Background: an optimization exercise with open tools, aiming at small area. Do not read the settings as production practice.
Only simulation tests tie the RTL to the original design; equivalence was not proved.
Power is estimated from default activity; no workload was simulated.

## flow/design.v (module list and top-level ports; edited modules follow where they fit)
// module tv80_reg: 47 lines
// module tv80_alu: 356 lines
// module tv80_mcode: 2184 lines
// module tv80_core: 1143 lines
// module tv80s: 119 lines
module tv80s ( 
  m1_n, mreq_n, iorq_n, rd_n, wr_n, rfsh_n, halt_n, busak_n, A, data_out,
  reset_n, clk, wait_n, int_n, nmi_n, busrq_n, data_in
  );
  // ...
==> flow/flow/run.sh <==
#!/bin/bash
# Standard ORFS flow, except that after the standard synthesis the
# combinational logic is re-mapped by ABC for area (flip-flops, their names
# and cell types are left exactly as the standard synthesis made them).
set -euo pipefail
R=orfs/results/sky130hd/tv80s/base
LIB=$FLOW_HOME/platforms/sky130hd/lib/sky130_fd_sc_hd__tt_025C_1v80.lib
YOSYS=$(command -v yosys || echo $FLOW_HOME/../tools/install/yosys/bin/yosys)

bash standard.sh synth > std_synth.log 2>&1
cp $R/1_2_yosys.v std_1_2_yosys.v

DUARGS=$(sed 's/^/-dont_use /' flow/dontuse.txt | tr '\n' ' ')
cat > reabc.ys <<EOT
read_liberty -ignore_miss_func -overwrite -setattr liberty_cell $LIB
read_verilog std_1_2_yosys.v
hierarchy -top $FLOW_TOP
setattr -mod -set keep_hierarchy 1 sky130_fd_sc_hd__dfxtp_1 sky130_fd_sc_hd__edfxtp_1 sky130_fd_sc_hd__dfrtp_1 sky130_fd_sc_hd__conb_1
flatten
opt_clean -purge
abc -liberty $LIB $DUARGS -script flow/reabc.abc $FLOW_TOP
opt_clean -purge
hilomap -singleton -hicell sky130_fd_sc_hd__conb_1 HI -locell sky130_fd_sc_hd__conb_1 LO
insbuf -buf sky130_fd_sc_hd__buf_4 A X
opt_clean -purge
rename -hide {w:*\$func\$*}
tee -o reabc_stat.txt stat -liberty $LIB
select $FLOW_TOP
write_verilog -noattr -nohex -nodec -selected reabc_1_2_yosys.v
EOT
$YOSYS -s reabc.ys > reabc_yosys.log 2>&1

# the flip-flops must be the standard synthesis's, one for one
ffs() { grep -E '^ *sky130_fd_sc_hd__(e?dfxtp|dfrtp)_[0-9]+ ' "$1" | sort; }
if ! cmp -s <(ffs std_1_2_yosys.v) <(ffs reabc_1_2_yosys.v); then
  echo "re-mapped netlist changed the flip-flops" >&2
  exit 1
fi

cp reabc_1_2_yosys.v $R/1_2_yosys.v
touch $R/1_2_yosys.v
rm -f $R/1_synth.odb $R/1_synth.sdc
bash standard.sh finish > std_finish.log 2>&1
==> flow/flow/dontuse.txt <==
sky130_fd_sc_hd__probe_p_8
sky130_fd_sc_hd__probec_p_8
sky130_fd_sc_hd__lpflow_bleeder_1
sky130_fd_sc_hd__lpflow_clkbufkapwr_1
sky130_fd_sc_hd__lpflow_clkbufkapwr_16
sky130_fd_sc_hd__lpflow_clkbufkapwr_2
sky130_fd_sc_hd__lpflow_clkbufkapwr_4
sky130_fd_sc_hd__lpflow_clkbufkapwr_8
sky130_fd_sc_hd__lpflow_clkinvkapwr_1
sky130_fd_sc_hd__lpflow_clkinvkapwr_16
sky130_fd_sc_hd__lpflow_clkinvkapwr_2
sky130_fd_sc_hd__lpflow_clkinvkapwr_4
sky130_fd_sc_hd__lpflow_clkinvkapwr_8
sky130_fd_sc_hd__lpflow_decapkapwr_12
sky130_fd_sc_hd__lpflow_decapkapwr_3
sky130_fd_sc_hd__lpflow_decapkapwr_4
sky130_fd_sc_hd__lpflow_decapkapwr_6
sky130_fd_sc_hd__lpflow_decapkapwr_8
sky130_fd_sc_hd__lpflow_inputiso0n_1
sky130_fd_sc_hd__lpflow_inputiso0p_1
sky130_fd_sc_hd__lpflow_inputiso1n_1
sky130_fd_sc_hd__lpflow_inputiso1p_1
sky130_fd_sc_hd__lpflow_inputisolatch_1
sky130_fd_sc_hd__lpflow_isobufsrc_1
sky130_fd_sc_hd__lpflow_isobufsrc_16
sky130_fd_sc_hd__lpflow_isobufsrc_2
sky130_fd_sc_hd__lpflow_isobufsrc_4
sky130_fd_sc_hd__lpflow_isobufsrc_8
sky130_fd_sc_hd__lpflow_isobufsrckapwr_16
sky130_fd_sc_hd__lpflow_lsbuf_lh_hl_isowell_tap_1
sky130_fd_sc_hd__lpflow_lsbuf_lh_hl_isowell_tap_2
sky130_fd_sc_hd__lpflow_lsbuf_lh_hl_isowell_tap_4
sky130_fd_sc_hd__lpflow_lsbuf_lh_isowell_4
sky130_fd_sc_hd__lpflow_lsbuf_lh_isowell_tap_1
sky130_fd_sc_hd__lpflow_lsbuf_lh_isowell_tap_2
sky130_fd_sc_hd__lpflow_lsbuf_lh_isowell_tap_4
sky130_fd_sc_hd__fill_1
sky130_fd_sc_hd__fill_2
sky130_fd_sc_hd__fill_4
sky130_fd_sc_hd__fill_8
==> flow/flow/reabc.abc <==
strash
dc2
&get -n
&deepsyn -T 180
&put
dc2
&get -n
&deepsyn -T 180
&put
dch -f
amap
topo
stime -c
buffer -c
upsize -c -D 8000
dnsize -c -D 8000
==> flow/standard.sh <==
#!/bin/bash
# synth_recipe.tcl (not shown) runs the flow's synth.tcl, then flattens the netlist and writes it again
# the make line also repeats each setting of config.mk as NAME=value (left out here)
make -C /OpenROAD-flow-scripts/flow DESIGN_CONFIG=/design/flow/config.mk WORK_HOME=/design/flow/orfs CLKGATE_MAP_FILE= SYNTH_SCRIPT=/design/flow/synth_recipe.tcl "${@:-finish}"
==> flow/config.mk <==
export PLATFORM = sky130hd
export DESIGN_NAME = tv80s
export DESIGN_NICKNAME = tv80s
export VERILOG_FILES = /design/flow/design.v
export SDC_FILE = /design/flow/constraint.sdc
export NUM_CORES = 4
export LEC_CHECK = 0
export CAP_MARGIN = 20
export CORE_MARGIN = 2
export CORE_UTILIZATION = 40
export CTS_BUF_LIST = sky130_fd_sc_hd__clkbuf_8
export CTS_CLUSTER_DIAMETER = 100
export CTS_CLUSTER_SIZE = 10
export SLEW_MARGIN = 20
==> flow/constraint.sdc <==
create_clock -name core_clock -period 11.0 [get_ports {clk}]
set_input_delay 2.2000 -clock core_clock [delete_from_list [all_inputs] [get_ports {clk}]]
set_output_delay 2.2000 -clock core_clock [all_outputs]
set_load 0.01 [all_outputs]
==> impl_metrics.csv, run 1 <==
group,metric,value,unit
clocking,clockBufferDepth,3,
global_route,grt.busiest_layer,"met2",
die,io_pins,46,
routing,wl_per_cell,35.9,um
critical_path,r2r-end,"i_tv80_core.i_reg.RegsH[2][6]$_DFFE_PP_",
routing,vias_per_cell,7.27,
layout,final_cell_mix,"nor2_1, inv_1, o22ai_1",
timing,hold_viol_final,0,
critical_path,worstPathMaxFanout,9,
clocking,numCtsBuffers,40,
timing,min_period,10.14,ns
outcome,outcome,"finished clean",
layout,multi_input_area_share,50.0,%
critical_path,cp_common_cell,"nor2_1",
layout,fillers,5917,
layout,bufAreaShareNonClock,4.57,%
timing,setup_viol,0,
critical_path,r2r_cells,55,
timing,slew_viol_final,0,
min_path,holdCritPathClass,"register to register",
power_and_ir_drop,finalPower,6500,uW
layout,regArea,8610,um^2
layout,design_area,25700,um^2
clocking,cts_resized,0,
clocking,htreeDepth,2,
==> inputs of run 2 (changes only) <==
--- a/flow/flow/reabc.abc
+++ b/flow/flow/reabc.abc
@@ -1,2 +1,6 @@
 strash
+dc2
+&get -n
+&deepsyn -T 180
+&put
 dc2
--- a/flow/config.mk
+++ b/flow/config.mk
@@ -12,3 +12,3 @@
 export CTS_CLUSTER_DIAMETER = 100
-export CTS_CLUSTER_SIZE = 10
+export CTS_CLUSTER_SIZE = 12
 export SLEW_MARGIN = 20
==> run 2 against run 1 <==
  * Area after synthesis down 0.19%
  * Count of clock-buffer cells in the layout down 2
  * Setup slack better by 0.14 ns
  * Combinational power down 3%
  * Critical endpoint is now i_tv80_core.i_reg.RegsH[2][7]$_DFFE_PP_
  * Largest power group unchanged
  * Highest routed layer unchanged
==> impl_metrics.csv, run 2 <==
group,metric,value,unit
die,initial_core_util,40.4,%
timing,max_slew_margin,10.3,%
critical_path,worstPathMaxFanout,17,
clocking,htreeDepth,2,
critical_path,crit_type,"register to register",
timing,min_period_over_period,90.9,%
die,core,57600,um^2
power_and_ir_drop,p_per_area,247,nW/um^2
routing,vias_per_cell,7.17,
power_and_ir_drop,internal-power,2900,uW
placed_design,gp_congestion,1.10,
timing,worst_slew_pin_slew,1.33,ns
global_route,grt_pass1_vias,26600,
routing,wl_per_cell,35.2,um
timing,fin_hold_ws,0.475,ns
timing,hold_viol_final,0,
outcome,outcome,"finished clean",
critical_path,r2r-end,"i_tv80_core.i_reg.RegsH[2][7]$_DFFE_PP_",
layout,drive_above_1_share,6.96,%
placed_design,place_inst,3989,
layout,fin_cells,4056,
routing,final_antenna_net_count,0,
routing,dr.pass1.iters,8,
critical_path,critPathRequiredTime,11.38,ns
clocking,clockBufferDepth,3,
global_route,gr-usage-all-layers,46.2,%
critical_path,crit_path_top_delay_cell,"a221oi_1",
global_route,grt_max_degree,35,
die,rows,88,
critical_path,cp_num_buf_inv,4,
clocking,cts_hold_buffers,0,
die,dieArea,60100,um^2
timing,fmax,100,MHz
routing,wirelength,143,mm
layout,synthToLayoutAreaGrowth,10.8,%
layout,final_common_cell,"nor2_1",
placed_design,post_dp_cell_area,25000,um^2
clocking,clock_latency,0.67,ns
critical_path,r2r_cells,53,
critical_path,rrSetupSlack,1.0,ns
layout,largest_registers,"i_tv80_core.i_reg.RegsH x64, i_tv80_core.i_reg.RegsL x64",
min_path,whs_path_depth,2,
min_path,hold_end,"i_tv80_core.A[3]$_SDFFE_PN0P_",
min_path,holdCritPathClass,"register to register",
layout,design_area,25700,um^2
placed_design,io_buffers,44,
critical_path,cpPeakStageDelay,0.47,ns
layout,nNetsFinal,3275,
synthesis,ys.warnings.count,5,
synthesis,synth.avg_cell_area,7.31,um^2
critical_path,reg2reg_from,"i_tv80_core.IR[4]$_SDFFE_PN0P_",
die,io_pins,46,
timing,skew,0.0683,ns
critical_path,worstSetupStartpointType,"register",
power_and_ir_drop,p_leak,0.00938,uW
clocking,cts_tree,"built",
power_and_ir_drop,power_frac_clock,13.9,%
critical_path,cp.depth,53,
die,die_x,245,um
power_and_ir_drop,p_sw_share,54.3,%
routing,drt_iter0_markers,5610,
global_route,grt_pass1_wl,200,mm
routing,drc,0,
global_route,antenna_found_initial,7,
power_and_ir_drop,peakVddDrop,0.112,mV
critical_path,cp_common_cell,"nor2_1",
routing,vias,29100,
global_route,grt-ovfl-total,0,
timing,slew_viol_final,0,
critical_path,critPathCaptureType,"register",
clocking,cts_sinks,336,
die,chipHeight,245,um
layout,fin_util,44.7,%
timing,tns,0,ns
synthesis,synth_area,23200,um^2
job,drv_cap,0,
power_and_ir_drop,seqPwrFrac,26.3,%
clocking,cts_root_buf,"clkbuf_8",
timing,min_period,10.00,ns
timing,setup_viol,0,
critical_path,crit_family,"compound AO/OA/AOI/OAI gates",
timing,grt_setup_unrepaired,"no",
min_path,min_from,"i_tv80_core.A[3]$_SDFFE_PN0P_",
clocking,numCtsBuffers,35,
synthesis,synth_nets,3196,
power_and_ir_drop,netSwitchingPower,3450,uW
power_and_ir_drop,combinationalPowerShare,59.8,%
synthesis,syn_inst,3182,
placed_design,dpl.hpwl,110,mm
clocking,clkTransAtPathRegs,0.09,ns
critical_path,crit_arrival,10.39,ns
clocking,post_cts_buffers,0,
layout,final_cell_mix,"nor2_1, inv_1, o22ai_1",
-- run 2: how the worst max path moves through the flow --
stage | slack, ns | endpoint | start
global placement | 1.45 | i_tv80_core.i_reg.RegsH[2][7]$_DFFE_PP_ | i_tv80_core.IR[4]$_SDFFE_PN0P_
detailed placement | 1.25 | i_tv80_core.i_reg.RegsH[1][7]$_DFFE_PP_ | i_tv80_core.IR[4]$_SDFFE_PN0P_
finish | 1.0 | i_tv80_core.i_reg.RegsH[2][7]$_DFFE_PP_ | i_tv80_core.IR[4]$_SDFFE_PN0P_
global route | 0.05 | i_tv80_core.i_reg.RegsH[2][7]$_DFFE_PP_ | i_tv80_core.IR[4]$_SDFFE_PN0P_
CTS | 1.11 | i_tv80_core.i_reg.RegsH[2][7]$_DFFE_PP_ | i_tv80_core.IR[4]$_SDFFE_PN0P_
floorplan | 2.91 | i_tv80_core.i_reg.RegsH[0][6]$_DFFE_PP_ | i_tv80_core.IR[4]$_SDFFE_PN0P_
-- run 2: final cells by class --
cell class,instances,area [um^2]
sequential,336,8610
timing repair buffer,154,1270
clock inverter,26,165
multi-input combinational,2359,12800
inverter,375,1410
antenna,3,7.51
tap,765,957
fill,5958,31800
clock buffer,38,523
-- run 2: power groups by stage --
stage          sequential (uW)  combinational (uW)  clock (uW)
2_1_floorplan             1610                2090           0
6_report                  1670                3800         885
3_5_place_dp              1680                3530           0
3_3_place_gp              1680                3530           0
4_1_cts                   1650                3550         876
5_1_grt                   1670                3950         914
-- run 2: repair_timing --
action                                  4_1_cts  5_1_grt
endpoints found under the setup margin        0       27
hold endpoints to repair                      0        0
resized for setup                             0        5
-- run 2: per-stage QoR --
stage	worst slack, ns	total power (uW)
2_1_floorplan	2.91	3700
3_3_place_gp	1.45	5210
3_5_place_dp	1.25	5210
4_1_cts	1.11	6070
5_1_grt	0.0480	6540
6_report	0.998	6360
-- run 2: per-layer routing --
| metal | wire (um) | part of all wire, % | GRT usage (%) |
|---|---|---|---|
| met1 | 54000 | 38 | 61.2 |
| met2 | 56400 | 39 | 64.6 |
| met3 | 22400 | 16 | 16.9 |
| met4 | 9950 | 7.0 | 25.4 |
| met5 | 104 | 0.073 | 0 |
-- run 2: worst reg2reg max path, delay by kind of cell (launching register included) --
kind / cells / cell delay (ns)
buffers and inverters: 4 / 0.79
AO/OA/AOI/OAI: 17 / 4.58
AND/OR/NAND/NOR: 32 / 4.00
flip-flops: 1 / 0.34
==> inputs of run 3 (changes only) <==
--- a/flow/flow/reabc.abc
+++ b/flow/flow/reabc.abc
@@ -13,4 +13,10 @@
 &put
-dch -f
-amap
+dc2
+&get -n
+&deepsyn -T 180
+&put
+&get -n
+&dch -f
+&nf -R 1000
+&put
 topo
--- a/flow/config.mk
+++ b/flow/config.mk
@@ -12,3 +12,3 @@
 export CTS_CLUSTER_DIAMETER = 100
-export CTS_CLUSTER_SIZE = 12
+export CTS_CLUSTER_SIZE = 10
 export SLEW_MARGIN = 20
==> run 3 against run 2 <==
  * Still clean
  * Combinational power rose by 13%
  * Maximum frequency fell by 2.0%
  * Non-clock buffer count rose by 10
  * Hold slack got worse by 0.025 ns
  * Sequential power rose by 7%
  * Critical endpoint is now i_tv80_core.i_reg.RegsH[2][5]$_DFFE_PP_
  * Largest cell class unchanged
  * Largest power group unchanged
==> impl_metrics.csv, run 3 <==
group,metric,value,unit
power_and_ir_drop,p_leak,0.00885,uW
synthesis,synth_area,23100,um^2
routing,drc,0,
die,io_pins,46,
placed_design,dpl_worst_slack,1.10,ns
layout,fillers,5865,
routing,wl_met1,53.5,mm
layout,multi_input_area,13800,um^2
placed_design,dpl.hpwl,106,mm
clocking,cts_sinks,336,
critical_path,cpPeakStageDelay,0.77,ns
routing,top_layer,"met5",
routing,vias,28000,
critical_path,worstPathMaxFanout,26,
synthesis,synth.avg_cell_area,7.96,um^2
job,drv_cap,0,
routing,met2WireLength,56.3,mm
global_route,gr-usage-all-layers,45.6,%
clocking,cts_resized,0,
clocking,numCtsBuffers,40,
routing,wl_met3,21.0,mm
timing,slew_viol_final,0,
critical_path,crit_type,"register to register",
synthesis,ys.warnings.count,5,
die,core,57500,um^2
layout,drive_above_1_share,7.68,%
timing,grt_setup_unrepaired,"no",
routing,dr.pass1.iters,19,
global_route,grt_max_degree,35,
timing,fmax,98.0,MHz
routing,wirelength,140,mm
timing,hold_viol_final,0,
layout,final_common_cell,"nor2_1",
global_route,grt-ovfl-total,0,
layout,nNetsFinal,2994,
global_route,grt_pass1_wl,197,mm
clocking,clock_latency,0.67,ns
die,rows,88,
timing,tns,0,ns
clocking,post_cts_buffers,0,
timing,worst_slew_pin_slew,1.32,ns
global_route,grt_pass1_vias,25900,
clocking,cts_hold_buffers,0,
layout,largest_registers,"i_tv80_core.i_reg.RegsH x64, i_tv80_core.i_reg.RegsL x64",
timing,min_period,10.21,ns
placed_design,io_buffers,44,
power_and_ir_drop,p_per_area,272,nW/um^2
routing,final_antenna_net_count,0,
timing,skew,0.0438,ns
critical_path,critPathCaptureType,"register",
routing,vias_per_cell,7.40,
timing,max_slew_margin,11.6,%
clocking,cts_root_buf,"clkbuf_8",
outcome,outcome,"finished clean",
timing,min_period_over_period,92.8,%
clocking,htreeDepth,2,
critical_path,worstSetupStartpointType,"register",
critical_path,crit_path_top_delay_cell,"nor2b_1",
routing,wl_per_cell,37.0,um
critical_path,critPathRequiredTime,11.37,ns
layout,final_cell_mix,"nor2_1, nand2_1, o21ai_0",
critical_path,crit_family,"simple AND/OR/NAND/NOR gates",
die,chipHeight,244,um
layout,synthToLayoutAreaGrowth,10.6,%
die,initial_core_util,40.2,%
min_path,holdCritPathClass,"register to register",
placed_design,gp_congestion,1.08,
timing,setup_viol,0,
global_route,antenna_found_initial,11,
die,die_x,244,um
timing,fin_ws,0.792,ns
synthesis,syn_inst,2906,
critical_path,crit_arrival,10.58,ns
routing,drt_iter0_markers,4970,
critical_path,cp_common_cell,"maj3_2",
power_and_ir_drop,peakVddDrop,0.645,mV
synthesis,synth_nets,2920,
die,dieArea,59800,um^2
layout,regArea,8610,um^2
critical_path,cp_num_buf_inv,2,
clocking,cts_tree,"built",
clocking,clockBufferDepth,3,
clocking,clkTransAtPathRegs,0.08,ns
-- run 3: worst register-to-register path, delay by kind of cell (launching register included) --
family | cells | cell delay [ns]
compound gates | 12 | 2.29
xor+xnor | 2 | 0.53
fa+ha+maj | 8 | 2.74
buf+inv | 2 | 0.43
flops | 1 | 0.31
simple gates | 15 | 3.65
-- run 3: stage by stage --
| step | area [um^2] | hold slack, ns | cells | power [uW] | util [%] |
|---|---|---|---|---|---|
| after CTS | 25600 | 0.452 | 3774 | 6700 | 44.5 |
| after global routing | 25600 | 0.460 | 3775 | 7160 | 44.5 |
| after floorplan | 23100 | 0.417 | 2906 | 4160 | - |
| final | 25600 | 0.450 | 3776 | 6970 | 44.5 |
| after detailed placement | 24900 | 0.438 | 3703 | 5850 | 43.3 |
| after global placement | 24900 | 0.427 | 3702 | 5840 | 43.3 |
-- run 3: area by class of cell --
cell class,count,area share [%]
Clock inverter,31,0.519
Sequential cell,336,33.7
Antenna cell,2,0.0196
Clock buffer,40,2.15
Timing Repair Buffer,164,5.23
Multi-Input combinational cell,2391,54.0
Tap cell,765,3.74
Inverter,47,0.690
-- run 3: per-layer routing --
layer	vias to the layer above	track usage, %
met3	559	16.7
met2	2556	64.8
met1	13500	60.1
li1	11300	-
met4	12	23.6
met5	-	0
-- run 3: final timing paths --
path | startpoint | to | slack [ns] | cells after the start
min | i_tv80_core.A[11]$_SDFFE_PN0P_ | i_tv80_core.A[11]$_SDFFE_PN0P_ | 0.45 | 2
min reg2reg | i_tv80_core.A[11]$_SDFFE_PN0P_ | i_tv80_core.A[11]$_SDFFE_PN0P_ | 0.45 | 2
max | i_tv80_core.mc_n[2]$_SDFFE_PN0P_ | i_tv80_core.i_reg.RegsH[2][5]$_DFFE_PP_ | 0.79 | 39
max reg2reg | i_tv80_core.mc_n[2]$_SDFFE_PN0P_ | i_tv80_core.i_reg.RegsH[2][5]$_DFFE_PP_ | 0.79 | 39
-- run 3: report_power, final --
group          switching (uW)  internal, uW  leakage (uW)  total, uW
logic                    2970          1340       0.00545       4310
clock network             530           342      0.000445        872
registers                 269          1520       0.00296       1790
total                    3770          3200       0.00885       6970
==> inputs of run 4 (changes only) <==
--- a/flow/flow/run.sh
+++ b/flow/flow/run.sh
@@ -4,2 +4,4 @@
 # and cell types are left exactly as the standard synthesis made them).
+# Three ABC runs with different random seeds go in parallel; the smallest
+# netlist is laid out.
 set -euo pipefail
@@ -13,3 +15,5 @@
 DUARGS=$(sed 's/^/-dont_use /' flow/dontuse.txt | tr '\n' ' ')
-cat > reabc.ys <<EOT
+for S in 1 2 3; do
+  sed "s/@SEED@/$S/g" flow/reabc.abc.in > reabc_$S.abc
+  cat > reabc_$S.ys <<EOT
 read_liberty -ignore_miss_func -overwrite -setattr liberty_cell $LIB
@@ -20,3 +24,3 @@
 opt_clean -purge
-abc -liberty $LIB $DUARGS -script flow/reabc.abc $FLOW_TOP
+abc -liberty $LIB $DUARGS -script reabc_$S.abc $FLOW_TOP
 opt_clean -purge
@@ -26,7 +30,9 @@
 rename -hide {w:*\$func\$*}
-tee -o reabc_stat.txt stat -liberty $LIB
+tee -o reabc_stat_$S.txt stat -liberty $LIB
 select $FLOW_TOP
-write_verilog -noattr -nohex -nodec -selected reabc_1_2_yosys.v
+write_verilog -noattr -nohex -nodec -selected reabc_$S.v
 EOT
-$YOSYS -s reabc.ys > reabc_yosys.log 2>&1
+  $YOSYS -s reabc_$S.ys > reabc_yosys_$S.log 2>&1 &
+done
+wait
 
@@ -34,8 +40,14 @@
 ffs() { grep -E '^ *sky130_fd_sc_hd__(e?dfxtp|dfrtp)_[0-9]+ ' "$1" | sort; }
-if ! cmp -s <(ffs std_1_2_yosys.v) <(ffs reabc_1_2_yosys.v); then
-  echo "re-mapped netlist changed the flip-flops" >&2
-  exit 1
-fi
+BEST=""; BESTA=""
+for S in 1 2 3; do
+  [[ -s reabc_$S.v ]] || continue
+  cmp -s <(ffs std_1_2_yosys.v) <(ffs reabc_$S.v) || continue
+  A=$(grep "Chip area for module '.$FLOW_TOP'" reabc_stat_$S.txt | awk '{print $NF}')
+  echo "seed $S area $A" >> reabc_choice.log
+  if [[ -z "$BESTA" ]] || awk "BEGIN{exit !($A < $BESTA)}"; then BEST=$S; BESTA=$A; fi
+done
+[[ -n "$BEST" ]] || { echo "no usable re-mapped netlist" >&2; exit 1; }
+echo "chosen seed $BEST area $BESTA" >> reabc_choice.log
 
-cp reabc_1_2_yosys.v $R/1_2_yosys.v
+cp reabc_$BEST.v $R/1_2_yosys.v
 touch $R/1_2_yosys.v
==> flow/flow/reabc.abc.in (new file) <==
strash
dc2
&get -n
&deepsyn -T 180 -S @SEED@
&put
dc2
&get -n
&deepsyn -T 180 -S @SEED@
&put
dch -f
amap
topo
stime -c
buffer -c
upsize -c -D 8000
dnsize -c -D 8000
--- a/flow/config.mk
+++ b/flow/config.mk
@@ -13,2 +13,4 @@
 export CTS_CLUSTER_SIZE = 10
+export PLACE_DENSITY = 0.5
+export SETUP_SLACK_MARGIN = 0.25
 export SLEW_MARGIN = 20
removed: flow/flow/reabc.abc
==> run 4 against run 3 <==
  * First-iteration DRC count rose by 8.7%
  * Sequential share of layout area fell by 0.50 points
  * Still clean
  * Critical endpoint is now i_tv80_core.i_reg.RegsH[1][7]$_DFFE_PP_
  * Die area rose by 1.2%
  * Clock skew rose by 0.0085 ns
  * Utilization rose by 0.44 points
  * Area after synthesis rose by 1.2%
  * Highest routed layer unchanged
==> impl_metrics.csv, run 4 <==
group,metric,value,unit
die,io_pins,46,
critical_path,worstSetupStartpointType,"register",
power_and_ir_drop,peakVddDrop,0.160,mV
timing,min_period,9.76,ns
critical_path,crit_arrival,10.21,ns
global_route,grt_max_degree,43,
global_route,grt-ovfl-total,0,
power_and_ir_drop,seqPwrFrac,30.7,%
routing,dr.pass1.iters,10,
layout,final_cell_mix,"nor2_1, inv_1, o21ai_0",
critical_path,cp_common_cell,"nor2_1",
clocking,cts_sinks,336,
timing,fin_ws,1.24,ns
die,dieArea,60500,um^2
critical_path,critPathRequiredTime,11.45,ns
critical_path,crit_type,"register to register",
routing,drt_iter0_markers,5403,
clocking,clockBufferDepth,3,
layout,fillers,5894,
power_and_ir_drop,internal-power,2600,uW
timing,slew_viol_final,0,
timing,grt_setup_unrepaired,"no",
clocking,clkTransAtPathRegs,0.10,ns
timing,tns,0,ns
critical_path,cpPeakStageDelay,0.47,ns
global_route,grt_pass1_vias,27700,
critical_path,worstPathMaxFanout,17,
global_route,gr-usage-all-layers,47.0,%
min_path,whs_path_depth,2,
die,die_x,246,um
min_path,hold_end,"i_tv80_core.A[1]$_SDFFE_PN0P_",
critical_path,critPathCaptureType,"register",
timing,fin_hold_ws,0.474,ns
clocking,post_cts_buffers,0,
timing,hold_viol_final,0,
die,chipHeight,246,um
synthesis,syn_inst,3202,
layout,fin_util,44.9,%
power_and_ir_drop,power_frac_clock,16.3,%
placed_design,dpl_worst_slack,0.705,ns
critical_path,r2r-end,"i_tv80_core.i_reg.RegsH[1][7]$_DFFE_PP_",
clocking,cts_root_buf,"clkbuf_8",
timing,skew,0.0522,ns
layout,nNetsFinal,3297,
routing,drc,0,
critical_path,reg2reg_from,"i_tv80_core.IR[7]$_SDFFE_PN0P_",
routing,vias_per_cell,7.30,
outcome,outcome,"finished clean",
synthesis,synth_area,23400,um^2
die,initial_core_util,40.5,%
timing,fmax,102,MHz
routing,wirelength,146,mm
routing,vias,29800,
min_path,min_from,"i_tv80_core.A[1]$_SDFFE_PN0P_",
layout,drive_above_1_share,7.61,%
synthesis,ys.warnings.count,5,
clocking,numCtsBuffers,40,
clocking,cts_tree,"built",
critical_path,crit_path_top_delay_cell,"dfxtp_2",
critical_path,cp.depth,54,
min_path,holdCritPathClass,"register to register",
timing,worst_slew_pin_slew,1.34,ns
placed_design,io_buffers,44,
power_and_ir_drop,netSwitchingPower,2780,uW
synthesis,synth.avg_cell_area,7.31,um^2
global_route,grt_pass1_wl,204,mm
power_and_ir_drop,p_leak,0.00940,uW
synthesis,synth_nets,3216,
critical_path,crit_family,"simple AND/OR/NAND/NOR gates",
clocking,clock_latency,0.69,ns
clocking,cts_hold_buffers,0,
layout,synthToLayoutAreaGrowth,11.0,%
placed_design,dpl.hpwl,112,mm
timing,min_period_over_period,88.7,%
job,drv_cap,0,
critical_path,rrSetupSlack,1.24,ns
placed_design,gp_congestion,1.09,
critical_path,r2r_cells,54,
power_and_ir_drop,combinationalPowerShare,53.0,%
die,rows,88,
critical_path,cp_num_buf_inv,9,
timing,max_slew_margin,9.27,%
timing,setup_viol,0,
die,core,57800,um^2
power_and_ir_drop,p_sw_share,51.7,%
routing,final_antenna_net_count,0,
layout,largest_registers,"i_tv80_core.i_reg.RegsH x64, i_tv80_core.i_reg.RegsL x64",
layout,final_common_cell,"nor2_1",
routing,wl_per_cell,35.7,um
power_and_ir_drop,p_per_area,207,nW/um^2
global_route,antenna_found_initial,7,
clocking,htreeDepth,2,
==> run 4: worst reg2reg max path: cells and delay by family, from the launching register on <==
family / cells / cell delay, ns
and+or+nand+nor: 24 / 4.26
AOI/OAI and AO/OA: 21 / 3.47
buffers and inverters: 9 / 1.31
DFF: 1 / 0.47
==> run 4: power groups by stage <==
stage	logic (uW)	clock network, uW	registers [uW]
finish	2850	876	1650
global route	2950	911	1640
CTS	2670	869	1630
detailed placement	2650	0	1660
global placement	2630	0	1660
floorplan	1600	0	1560
==> run 4: worst max path at each step <==
| stage | start | to | slack (ns) |
|---|---|---|---|
| floorplan | i_tv80_core.IR[4]$_SDFFE_PN0P_ | i_tv80_core.i_reg.RegsH[0][7]$_DFFE_PP_ | 2.45 |
| global placement | i_tv80_core.IR[4]$_SDFFE_PN0P_ | i_tv80_core.i_reg.RegsH[0][7]$_DFFE_PP_ | 1.10 |
| detailed placement | i_tv80_core.IR[7]$_SDFFE_PN0P_ | i_tv80_core.i_reg.RegsH[6][7]$_DFFE_PP_ | 0.70 |
| CTS | i_tv80_core.IR[7]$_SDFFE_PN0P_ | i_tv80_core.i_reg.RegsH[7][7]$_DFFE_PP_ | 0.66 |
| global route | i_tv80_core.IR[3]$_SDFFE_PN0P_ | i_tv80_core.i_reg.RegsH[1][7]$_DFFE_PP_ | 0.27 |
| finish | i_tv80_core.IR[7]$_SDFFE_PN0P_ | i_tv80_core.i_reg.RegsH[1][7]$_DFFE_PP_ | 1.24 |
==> run 4: timing repair <==
action | in CTS | in global routing
endpoints found under the hold margin | 0 | 0
endpoints found under the setup margin | 0 | 58
resized for setup | 0 | 19
==> run 4: through the flow <==
stage | instance area [um^2] | power (uW) | instances
2_1_floorplan | 23400 | 3160 | 3202
3_3_place_gp | 25100 | 4280 | 4005
3_5_place_dp | 25200 | 4310 | 4005
4_1_cts | 25900 | 5160 | 4075
5_1_grt | 26000 | 5500 | 4077
6_report | 26000 | 5370 | 4081
==> run 4: per-layer routing <==
metal	up-vias	wire length, um	global-route usage [%]
met5	-	13	0
met4	2	13600	33.8
met3	807	19700	13.8
met2	2821	60100	69.4
met1	14000	52400	58.3
li1	12100	-	-
==> run 4: final cells by class <==
type	count	area, um^2	area share, %
Inverter	356	1340	5.15
Tap cell	765	957	3.69
Antenna cell	5	12.5	0.0482
Clock inverter	29	143	0.549
Multi-Input combinational cell	2396	13100	50.4
Clock buffer	41	564	2.17
Timing Repair Buffer	153	1250	4.83
Sequential cell	336	8610	33.2
==> inputs of run 5 (changes only) <==
==> flow/run.sh (new file) <==
#!/bin/bash
# synth_recipe.tcl (not shown) runs the flow's synth.tcl, then flattens the netlist and writes it again
# the make line also repeats each setting of config.mk as NAME=value (left out here)
make -C /OpenROAD-flow-scripts/flow DESIGN_CONFIG=/design/flow/config.mk WORK_HOME=/design/flow/orfs CLKGATE_MAP_FILE= SYNTH_SCRIPT=/design/flow/synth_recipe.tcl finish
--- a/flow/config.mk
+++ b/flow/config.mk
@@ -13,4 +13,2 @@
 export CTS_CLUSTER_SIZE = 10
-export PLACE_DENSITY = 0.5
-export SETUP_SLACK_MARGIN = 0.25
 export SLEW_MARGIN = 20
removed: flow/flow/run.sh
removed: flow/flow/dontuse.txt
removed: flow/flow/reabc.abc.in
removed: flow/standard.sh
==> run 5 against run 4 <==
  * Global-route usage decreased by 3.2 points
  * Design area increased by 35%
  * Power increased by 89%
  * Synthesized cell count increased by 28%
  * Sequential power increased by 24%
  * Die area increased by 38%
  * Hold slack got worse by 0.016 ns
  * Clock skew increased by 0.042 ns
  * Via count increased by 26%
  * Clock power increased by 6.2%
  * First-iteration DRC count increased by 23%
  * Critical endpoint is now i_tv80_core.i_reg.RegsH[4][4]$_DFFE_PP_
  * Highest routed layer unchanged
==> impl_metrics.csv, run 5 <==
group,metric,value,unit
routing,drt_iter0_markers,6665,
die,die_x,289,um
power_and_ir_drop,p_leak,0.0129,uW
critical_path,critPathRequiredTime,11.34,ns
routing,vias,37600,
power_and_ir_drop,internal-power,4450,uW
synthesis,ys.warnings.count,5,
critical_path,crit_arrival,10.25,ns
layout,largest_registers,"i_tv80_core.i_reg.RegsH x64, i_tv80_core.i_reg.RegsL x64",
global_route,grt-ovfl-total,0,
die,rows,104,
placed_design,io_buffers,44,
power_and_ir_drop,combinationalPowerShare,70.7,%
synthesis,synth_common_cells,"nor2_1, nand2_1, a21oi_1, o21ai_0, clkbuf_1",
timing,fmax,101,MHz
routing,wl_met1,74.5,mm
synthesis,synth_area,32400,um^2
power_and_ir_drop,power_frac_clock,9.2,%
routing,wl_met3,29.4,mm
global_route,antenna_found_initial,15,
power_and_ir_drop,seqPwrFrac,20.2,%
clocking,htreeDepth,2,
synthesis,ys_types,118,
synthesis,yosysMostFrequentCell,"nor2_1",
job,drv_cap,0,
synthesis,ys_top_cells_by_area,"edfxtp_1, dfxtp_1, mux2i_1",
layout,nNetsFinal,4139,
timing,worst_slew_pin_slew,1.32,ns
routing,met2WireLength,73.3,mm
synthesis,yosysTopAreaCell,"edfxtp_1",
critical_path,crit_type,"register to register",
clocking,cts_resized,0,
layout,final_common_cell,"nor2_1",
die,core,80400,um^2
timing,min_period,9.91,ns
timing,skew,0.0946,ns
synthesis,synth_top_area_share,17.4,%
synthesis,synthFlopType,"edfxtp_1",
timing,hold_viol_final,0,
routing,wl_per_cell,36.8,um
global_route,grt_pass1_vias,33900,
critical_path,worstSetupStartpointType,"register",
critical_path,worstPathMaxFanout,19,
placed_design,gp_congestion,1.13,
routing,drc,0,
synthesis,synth.avg_cell_area,7.91,um^2
clocking,clockBufferDepth,3,
clocking,post_cts_buffers,0,
timing,min_period_over_period,90.1,%
outcome,outcome,"finished clean",
critical_path,crit_path_top_delay_cell,"o21ai_0",
clocking,clkTransAtPathRegs,0.09,ns
power_and_ir_drop,peakVddDrop,0.195,mV
timing,fin_ws,1.09,ns
power_and_ir_drop,p_sw_share,56.1,%
layout,drive_above_1_share,10.4,%
power_and_ir_drop,netSwitchingPower,5700,uW
timing,max_slew_margin,11.4,%
routing,wirelength,189,mm
clocking,clock_latency,0.70,ns
critical_path,cpPeakStageDelay,0.80,ns
routing,final_antenna_net_count,0,
routing,top_layer,"met5",
clocking,cts_tree,"built",
timing,grt_setup_unrepaired,"no",
placed_design,dpl.hpwl,144,mm
die,io_pins,46,
synthesis,syn_inst,4097,
die,initial_core_util,40.3,%
clocking,cts_hold_buffers,0,
timing,tns,0,ns
synthesis,ys_seq_area_share,26.6,%
clocking,cts_root_buf,"clkbuf_8",
global_route,grt_max_degree,47,
timing,slew_viol_final,0,
placed_design,dpl_worst_slack,1.48,ns
timing,fin_hold_ws,0.457,ns
synthesis,synth_nets,4211,
routing,dr.pass1.iters,10,
global_route,grt_pass1_wl,262,mm
layout,synthToLayoutAreaGrowth,8.12,%
die,chipHeight,289,um
routing,vias_per_cell,7.34,
synthesis,synth-edff-count,188,
layout,final_cell_mix,"nor2_1, nand2_1, a21oi_1",
power_and_ir_drop,p_per_area,289,nW/um^2
min_path,holdCritPathClass,"register to register",
critical_path,cp_common_cell,"o21ai_0",
synthesis,synth-async-reset-ratio,0,%
clocking,cts_sinks,336,
global_route,gr-usage-all-layers,43.8,%
die,dieArea,83300,um^2
synthesis,synth_seq_cells,336,
timing,setup_viol,0,
critical_path,critPathCaptureType,"register",
clocking,numCtsBuffers,42,
run 5: power by group through the flow:
stage | Combinational (uW) | Sequential (uW) | Clock [uW]
floorplan | 4460 | 1800 | 0
global placement | 6780 | 2050 | 0
detailed placement | 6780 | 2040 | 0
CTS | 6820 | 2020 | 934
global route | 7510 | 2050 | 974
finish | 7170 | 2050 | 930
run 5: metrics by stage:
step | total power (uW) | instance area, um^2 | utilization (%) | cells
CTS | 9770 | 35000 | 43.5 | 5116
floorplan | 6260 | 32400 | - | 4097
detailed placement | 8820 | 34200 | 42.6 | 5040
global placement | 8830 | 34200 | 42.6 | 5040
global route | 10500 | 35000 | 43.6 | 5118
finish | 10100 | 35000 | 43.6 | 5127
run 5: logic make-up after synthesis:
| group | Yosys count | synth area share, % |
|---|---|---|
| xor gates and xnor gates | 86 | 2.32 |
| DFF | 336 | 26.6 |
| and+or+nand+nor | 1464 | 22.0 |
| AOI/OAI and AO/OA | 1398 | 28.3 |
| muxes | 259 | 10.8 |
| other | 1 | 0.0116 |
| adders and majority gates | 100 | 4.02 |
| buffers and inverters | 453 | 5.97 |
run 5: cell type report:
type | count | area, um^2
multi-input combinational | 3308 | 22100
sequential | 336 | 8620
inverter | 104 | 390
fill | 8288 | 45400
clock buffer | 42 | 578
clock inverter | 34 | 179
tap | 1060 | 1330
timing repair buffer | 233 | 1870
antenna | 10 | 25.0
run 5: layer usage:
metal  up-vias  GRT usage [%]
met3       746           17.5
met5         -              0
met2      3326           60.1
li1      15400              -
met1     18100           59.8
met4        16           20.0
run 5: path summary, 6_finish.rpt:
path,from,end,slack (ns),cells after the start
setup reg to reg,i_tv80_core.IR[6]$_SDFFE_PN0P_,i_tv80_core.i_reg.RegsH[4][4]$_DFFE_PP_,1.09,28
setup / recovery,i_tv80_core.IR[6]$_SDFFE_PN0P_,i_tv80_core.i_reg.RegsH[4][4]$_DFFE_PP_,1.09,28
hold / removal,i_tv80_core.A[1]$_SDFFE_PN0P_,i_tv80_core.A[1]$_SDFFE_PN0P_,0.46,2
hold reg to reg,i_tv80_core.A[1]$_SDFFE_PN0P_,i_tv80_core.A[1]$_SDFFE_PN0P_,0.46,2
run 5: worst max-delay path, delay by kind of cell, from the launching register on:
kind,cells,cell delay [ns]
flip-flops,1,0.63
adder cells (fa/ha/maj),2,0.80
multiplexers,2,0.46
XOR/XNOR,1,0.18
AO/OA/AOI/OAI,16,5.42
AND/OR/NAND/NOR,5,1.66
buffers and inverters,2,0.43

## separate check: timing with driven ports
Ports are ideal in the flow. The routed layouts listed here were re-timed in OpenROAD.
Step 1 assumes that a clkbuf_16 drives the clock port and a buf_2 every other input.
Step 2, shift: input delay + t, output delay - t, t = (earliest + latest rising clock arrival at the registers) / 2. This alone moves slack from input paths to output paths.
Slacks: ideal ports / drivers / drivers and shift; pairs: ideal ports / drivers.
| run | t (ns) | setup slack, ns | worst hold slack (ns) | latest minus earliest clock arrival (ns) | cell pins on the clock port's net |
|---|---|---|---|---|---|
| run 1 | 0.721 | 0.856 / 0.856 / 0.856 | 0.462 / 0.462 / 0.462 | 0.045 / 0.046 | 1 |
| run 2 | 0.696 | 0.998 / 0.998 / 0.998 | 0.475 / 0.475 / 0.475 | 0.068 / 0.068 | 1 |
| run 3 | 0.708 | 0.792 / 0.792 / 0.792 | 0.450 / 0.450 / 0.450 | 0.045 / 0.045 | 1 |
| run 4 | 0.723 | 1.240 / 1.240 / 1.240 | 0.474 / 0.474 / 0.474 | 0.052 / 0.052 | 1 |
| run 5 | 0.719 | 1.094 / 1.094 / 1.094 | 0.457 / 0.457 / 0.457 | 0.094 / 0.095 | 1 |
After both steps every run listed still meets setup and hold.
